This design comes from an exercise in tuning for a short achievable clock period and few clock cycles on the open sky130 flow, not from production work. Function was checked by simulation only, so behaviour that the tests miss may differ from the original. Power figures rest on the tool's default switching activity, not on a simulated workload.

$ cat flow/config.mk
export PLATFORM = sky130hd
export DESIGN_NAME = mips8_cpu
export DESIGN_NICKNAME = mips8_cpu
export VERILOG_FILES = /design/flow/design.v
export SDC_FILE = /design/flow/constraint.sdc
export NUM_CORES = 4
export LEC_CHECK = 0
export CAP_MARGIN = 20
export CORE_MARGIN = 2
export CORE_UTILIZATION = 40
export PLACE_DENSITY = 0.6
export SLEW_MARGIN = 20
$ cat flow/constraint.sdc
create_clock -name core_clock -period 5.0 [get_ports {clk}]
set_input_delay 1.0000 -clock core_clock [delete_from_list [all_inputs] [get_ports {clk}]]
set_output_delay 1.0000 -clock core_clock [all_outputs]
set_load 0.01 [all_outputs]
$ cat flow/design.v
module state_control(clk, rst, prog_len, program_counter, state);
   input clk;
   input rst;
   input [7:0] prog_len;
   input [7:0] program_counter;
   output reg [2:0] state;
   always @ (posedge clk) begin
      if (rst) begin
         state <= 0;
      end
      else if ((state == 5) && (program_counter < prog_len)) begin
         state <= 0;
      end
      else if (state != 6) begin
         state <= state + 1;
      end
   end
endmodule
module decode(clk, state, instruction, opcode, rs, rt, rd, imm, func, jump_target);
   input clk;
   input [2:0] state;
   input [31:0] instruction;
   output reg [5:0] opcode;
   output reg [4:0] rs;
   output reg [4:0] rt;
   output reg [4:0] rd;
   output reg [15:0] imm;
   output reg [5:0] func;
   output reg [25:0] jump_target;
   always @ (posedge clk) begin
      if (state == 1) begin
         opcode <= instruction[31:26];
         rs <= instruction[25:21];
         imm <= instruction[15:0];
         func <= instruction[5:0];
         jump_target <= instruction[25:0];
         rd <= instruction[15:11];
         if (instruction[31:26] == 6'b000011) begin
            rt <= 31;
         end
         else begin
            rt <= instruction[20:16];
         end
      end
   end
endmodule
module execute(clk, rst, state, opcode, rsv, rtv, imm, func, jump_target, program_counter, data_addr, result, instruction_invalid);
   input clk;
   input rst;
   input [2:0] state;
   input [5:0] opcode;
   input [7:0] rsv;
   input [7:0] rtv;
   input [15:0] imm;
   input [5:0] func;
   input [25:0] jump_target;
   output reg [7:0] program_counter;
   output reg [7:0] data_addr;
   output reg [7:0] result;
   output reg instruction_invalid;
   always @ (posedge clk) begin
      if (rst) begin
         program_counter <= 0;
      end
      else if (state == 0) begin
         program_counter <= program_counter + 1;
      end
      else if (state == 3) begin
         if ((opcode == 6'b000000) && (func == 6'b001000)) begin
            program_counter <= rsv;
         end
         else if (opcode == 6'b000100) begin
            if (rsv == rtv) begin
               program_counter <= program_counter + imm[7:0] - 1;
            end
         end
         else if (opcode == 6'b000101) begin
            if (rsv != rtv) begin
               program_counter <= program_counter + imm[7:0] - 1;
            end
         end
         else if (opcode == 6'b000011) begin
            program_counter <= imm[7:0];
         end
      end
   end
   always @ (posedge clk) begin
      if (rst) begin
         instruction_invalid <= 1;
         data_addr <= 0;
      end
      else if (state == 3) begin
         if ((opcode == 6'b000000) && (func == 6'b100001)) begin
            result <= rsv + rtv;
            instruction_invalid <= 0;
         end
         else if ((opcode == 6'b000000) && (func == 6'b101010)) begin
            result <= {7'b0, $signed(rsv) < $signed(rtv)};
            instruction_invalid <= 0;
         end
         else if ((opcode == 6'b000000) && (func == 6'b001000)) begin
            instruction_invalid <= 1;
         end
         else if ((opcode == 6'b000100) || (opcode == 6'b000101)) begin
            instruction_invalid <= 0;
         end
         else if (opcode == 6'b000011) begin
            result <= program_counter;
            instruction_invalid <= 0;
         end
         else if (opcode == 6'b010111) begin
            data_addr <= rsv + imm[7:0];
            instruction_invalid <= 0;
         end
         else if (opcode == 6'b001001) begin
            result <= rsv + imm[7:0];
            instruction_invalid <= 0;
         end
         else begin
            instruction_invalid <= 1;
         end
      end
   end
endmodule
module register_file(clk, rst, state, rs, rt, rd, result, instruction_invalid, rsv, rtv, done, wb_en);
   input clk;
   input rst;
   input [2:0] state;
   input [4:0] rs;
   input [4:0] rt;
   input [4:0] rd;
   input [7:0] result;
   input instruction_invalid;
   output reg [7:0] rsv;
   output reg [7:0] rtv;
   output reg done;
   output wb_en;
   reg [7:0] regfile [0:31];
   integer i;
   assign wb_en = (state == 5) && (rd != 0) && (instruction_invalid == 0);
   always @ (posedge clk) begin
      if (rst) begin
         for (i = 0; i < 32; i = i + 1) begin
            regfile[i] <= 0;
         end
      end
      else if (wb_en) begin
         regfile[rd] <= result;
      end
   end
   always @ (posedge clk) begin
      if (rst) begin
         done <= 0;
      end
      else if (state == 2) begin
         rsv <= regfile[rs];
         rtv <= regfile[rt];
      end
      else if (state == 6) begin
         rsv <= regfile[2];
         done <= 1;
      end
   end
endmodule
module mips8_cpu(clk, rst, prog_len, imem_addr, imem_rdata, dmem_addr, dmem_rdata,
                 wb_en, wb_addr, wb_data, done, result);
   input clk;
   input rst;
   input [7:0] prog_len;
   output [7:0] imem_addr;
   input [31:0] imem_rdata;
   output [7:0] dmem_addr;
   input [7:0] dmem_rdata;
   output wb_en;
   output [4:0] wb_addr;
   output [7:0] wb_data;
   output done;
   output [7:0] result;
   wire [7:0] PC;
   wire [2:0] state;
   wire [5:0] opcode;
   wire [4:0] rs;
   wire [4:0] rt;
   wire [4:0] rd;
   wire [15:0] imm;
   wire [5:0] func;
   wire [25:0] jump_target;
   wire [7:0] alu_result;
   wire instruction_invalid;
   wire [7:0] rsv;
   wire [7:0] rtv;
   wire [7:0] data_addr;
   assign wb_addr = (opcode == 6'b000000) ? rd : (((opcode == 6'b000100) || (opcode == 6'b000101)) ? 5'b0 : rt);
   assign wb_data = (opcode == 6'b010111) ? dmem_rdata : alu_result;
   assign imem_addr = PC;
   assign dmem_addr = data_addr;
   assign result = rsv;
   state_control SC(clk, rst, prog_len, PC, state);
   decode ID(clk, state, imem_rdata, opcode, rs, rt, rd, imm, func, jump_target);
   register_file RF(clk, rst, state, rs, rt, wb_addr, wb_data, instruction_invalid, rsv, rtv, done, wb_en);
   execute EX(clk, rst, state, opcode, rsv, rtv, imm, func, jump_target, PC, data_addr, alu_result, instruction_invalid);
endmodule
$ cat flow/run.sh
#!/bin/bash
# synth_recipe.tcl (not shown) runs the flow's synth.tcl, then flattens the netlist and writes it again
# the make line also repeats each setting of config.mk as NAME=value (left out here)
make -C /OpenROAD-flow-scripts/flow DESIGN_CONFIG=/design/flow/config.mk WORK_HOME=/design/flow/orfs CLKGATE_MAP_FILE= SYNTH_SCRIPT=/design/flow/synth_recipe.tcl finish
==> summary.txt <==
[through the flow]
stage | hold slack [ps] | std cells | power [µW] | setup WS [ps] | utilization, %
floorplan | 450 | 1390 | 4430 | 2030 | -
global placement | 444 | 2025 | 4990 | 948 | 43.8
detailed placement | 449 | 2025 | 5020 | 831 | 43.8
CTS | 458 | 2093 | 7830 | 356 | 46.5
global route | 476 | 2093 | 8070 | 146 | 46.5
finish | 456 | 2093 | 7810 | 391 | 46.5
[cell type report]
type,count,area [µm²]
Timing Repair Buffer,118,1110
Sequential cell,335,9800
Clock buffer,44,995
Inverter,65,244
Tap cell,600,751
Clock inverter,24,251
Multi-Input combinational cell,907,7870
Fill cell,4023,24200
[routing by layer]
layer | part of all wire (%) | vias up | track usage [%]
met2 | 48 | 671 | 40.0
met4 | 4.0 | 0 | 9.38
li1 | - | 5405 | -
met1 | 38 | 6330 | 31.8
met5 | 0 | - | 0
met3 | 10 | 108 | 4.75
[sequential cells by signal (all words and copies together), names as in the netlist, 6 cells and up, named ones only]
signal              flops
EX.program_counter      8
EX.data_addr            8
RF.rtv                  8
RF.regfile            256
EX.result               8
ID.opcode               6
RF.rsv                  8
[tightest hold or removal path: cells and delay by family, from the launching register on]
kind             cells  cell delay [ps]
flip-flops           1              310
AND/OR/NAND/NOR      1               50
AO/OA/AOI/OAI        1               50
[final timing paths]
| check | end | slack (ps) | depth (start not counted) |
|---|---|---|---|
| worst max-delay path | wb_en | 390 | 6 |
| worst min-delay path | EX.data_addr[0] | 460 | 2 |
| worst max register to register | RF.regfile[26][3] | 830 | 7 |
| worst min register to register | EX.data_addr[0] | 460 | 2 |
[kinds of logic (layout without fill, tap and decap cells)]
logic type               Yosys count  after routing
XOR/XNOR                          23             23
multiplexers                     173            173
AO/OA/AOI/OAI                    184            184
other                              1              8
buffers and inverters            148            251
adder cells (fa/ha/maj)           51             51
AND/OR/NAND/NOR                  468            468
flip-flops                       335            335
[cells in the mapped netlist (all sizes together), types with 4 or more instances]
cell      n
a211oi    9
a21o     14
a21oi    40
a221o     4
a22oi    36
and2      4
and3      5
buf      24
clkbuf   59
dfxtp    26
edfxtp  309
ha       48
inv      65
mux2     13
mux2i    16
mux4    144
nand2    85
nand2b   20
nand3    18
nand3b    4
nand4     5
nor2    280
nor2b     7
nor3     15
nor4      8
o21ai    28
o21bai   13
o22a      4
o22ai     7
o31ai     7
or2       8
xnor2    18
xor2      5
[report_power, final]
| part | switching [µW] | internal, µW | total, µW | leakage (µW) |
|---|---|---|---|---|
| Clock | 1140 | 1690 | 2830 | 0.000613 |
| Combinational | 880 | 701 | 1580 | 0.00357 |
| Sequential | 189 | 3210 | 3400 | 0.00334 |
| Total | 2210 | 5600 | 7810 | 0.00753 |
[cell usage in the layout (no fill, tap or decap), types with 9 or more instances in the layout]
cell | netlist | layout
edfxtp_1 | 309 | 309
nor2_1 | 279 | 279
mux4_2 | 144 | 144
clkdlybuf4s50_1 | 0 | 84
nand2_1 | 80 | 80
inv_1 | 64 | 64
ha_1 | 48 | 48
a21oi_1 | 39 | 39
clkbuf_16 | 0 | 39
a22oi_1 | 35 | 35
buf_4 | 1 | 32
o21ai_0 | 27 | 27
dfxtp_1 | 26 | 24
nand2b_1 | 20 | 20
xnor2_1 | 18 | 18
a21o_1 | 14 | 14
o21bai_1 | 13 | 13
mux2_2 | 13 | 13
nand3_1 | 12 | 12
nor3_1 | 13 | 12
clkinv_2 | 0 | 10
a211oi_1 | 9 | 9
==> results.json <==
{
  "initial_core_util_pct": 40.3,
  "fin_area_mm2": 0.0210,
  "avgSynthCellArea_um2": 13.2,
  "core_area_mm2": 0.0452,
  "cts_buffers": 37,
  "drtPass1Iterations": 7,
  "pwr_density_cell_mw_per_mm2": 372,
  "rows": 78,
  "h-tree-depth": 2,
  "hold_buffers": 0,
  "slew_headroom_pct": 29.5,
  "synth_area_mm2": 0.0182,
  "skew_ps": 23.8,
  "grt_overflow": 0,
  "synth_warnings": 4,
  "crit_fanout": 15,
  "cp_num_buf_inv": 2,
  "yosys_register_bits": 335,
  "place_area_mm2": 0.0198,
  "viasPerCell": 5.98,
  "synthArstFlopShare_pct": 0,
  "grt_setup_unrepaired": "false",
  "die_w_um": 217,
  "synthAdderAreaFrac_pct": 3.63,
  "synth-simple-area-share_pct": 11.5,
  "syn_inst": 1383,
  "synth_edf_count": 309,
  "syn2layout_area_growth_pct": 15.5,
  "drv_slew": 0,
  "dr_total_vias": 12514,
  "crit_type": "reg -> out",
  "maxCapViolCount": 0,
  "drt_iter0_drc": 1712,
  "finalSetupViolations": 0,
  "yosysTopAreaCellShare_pct": 51.0,
  "hp-start": "EX.data_addr[0]",
  "chipHeight_um": 217,
  "grt_pass1_vias": 12427,
  "io_pins": 89,
  "hold_path_class": "reg -> reg",
  "critPathSlowestCell": "and2_0",
  "wl_per_cell_um": 27.1,
  "r2r_start": "ID.opcode[3]",
  "clk-insertion-delay-late_ps": 540,
  "ys_seq_area_share_pct": 53.9,
  "synth_top_family_by_area": "multiplexers",
  "post_cts_resized": 0,
  "synth-xor-area-share_pct": 1.11,
  "status": "timing/DRC/antenna clean",
  "min_period_over_period_pct": 92.2,
  "grt_max_degree": 66,
  "routed_wl_um": 56600,
  "gp_congestion": 0.969,
  "synthMuxAreaShare_pct": 19.5,
  "max_stage_delay_ps": 800,
  "synth_flop_cell": "edfxtp_1",
  "clkSlewWorstSetupHoldPaths_ps": 60,
  "layout_min_cycle_time_ps": 4610,
  "cts_sinks": 335,
  "hold_viol": 0,
  "die_area_mm2": 0.0472,
  "crit_family": "simple AND/OR/NAND/NOR gates",
  "synth_cell_type_count": 71,
  "cts_setup_buffers": 0,
  "path_cells": "nor4_4, buf_4, and2_0, a22oi_4, a211oi_1, clkdlybuf4s50_1",
  "fmax_mhz": 217,
  "clock_path_buffers": 3,
  "n_antenna_cell": 0,
  "synth-compound-area-share_pct": 7.11,
  "track_usage_pct": 24.3,
  "ant_nets": 0,
  "final_nets": 1565,
  "crit_path_end_kind": "primary output",
  "vdd_drop_max_v": 0.000224,
  "place_hpwl_um": 40600,
  "crit_path_start_kind": "register",
  "antenna_found_initial": 0,
  "drive_gt1_share_pct": 19.7,
  "synth_top_area_cell": "edfxtp_1",
  "cts_tree": "done",
  "setup_tns_ps": 0,
  "route.detailed.drc": 0,
  "grt_pass1_wl_um": 82800,
  "cts.root.buffer_cell": "clkbuf_16",
  "synthTopCellsByArea": "edfxtp_1, mux4_2, nor2_1",
  "cp.required_ps": 4000,
  "critPathLaunch": "ID.opcode[3]",
  "tightest_slew_ps": 1060,
  "io_buffers": 85,
  "leakagePower_uw": 0.00753,
  "arrival_ps": 3610
}
Testbench counts, summed over its fixed seeds: cycles 146,610.

-- static timing again, ports no longer ideal --
In the flow no input, the clock included, has a driving cell. The finished layout below was timed again as built, in two steps.
Step 1, drivers: a clkbuf_16 drives clk and a buf_2 each remaining input, both assumed.
Step 2 also shifts input and output timing later by t, the mid clock arrival at the registers, as if the neighbouring blocks saw the same clock.
Three values: ideal ports, drivers, drivers and shift; two values: the first two.
t, ns: 0.591
setup slack, ns: 0.391 / 0.331 / 0.826
worst slew at a driven data input, ns: 0.06
After both steps setup and hold are still met in this run. The setup slack of this run moves by -0.060 ns with the drivers and by +0.435 ns with both steps.
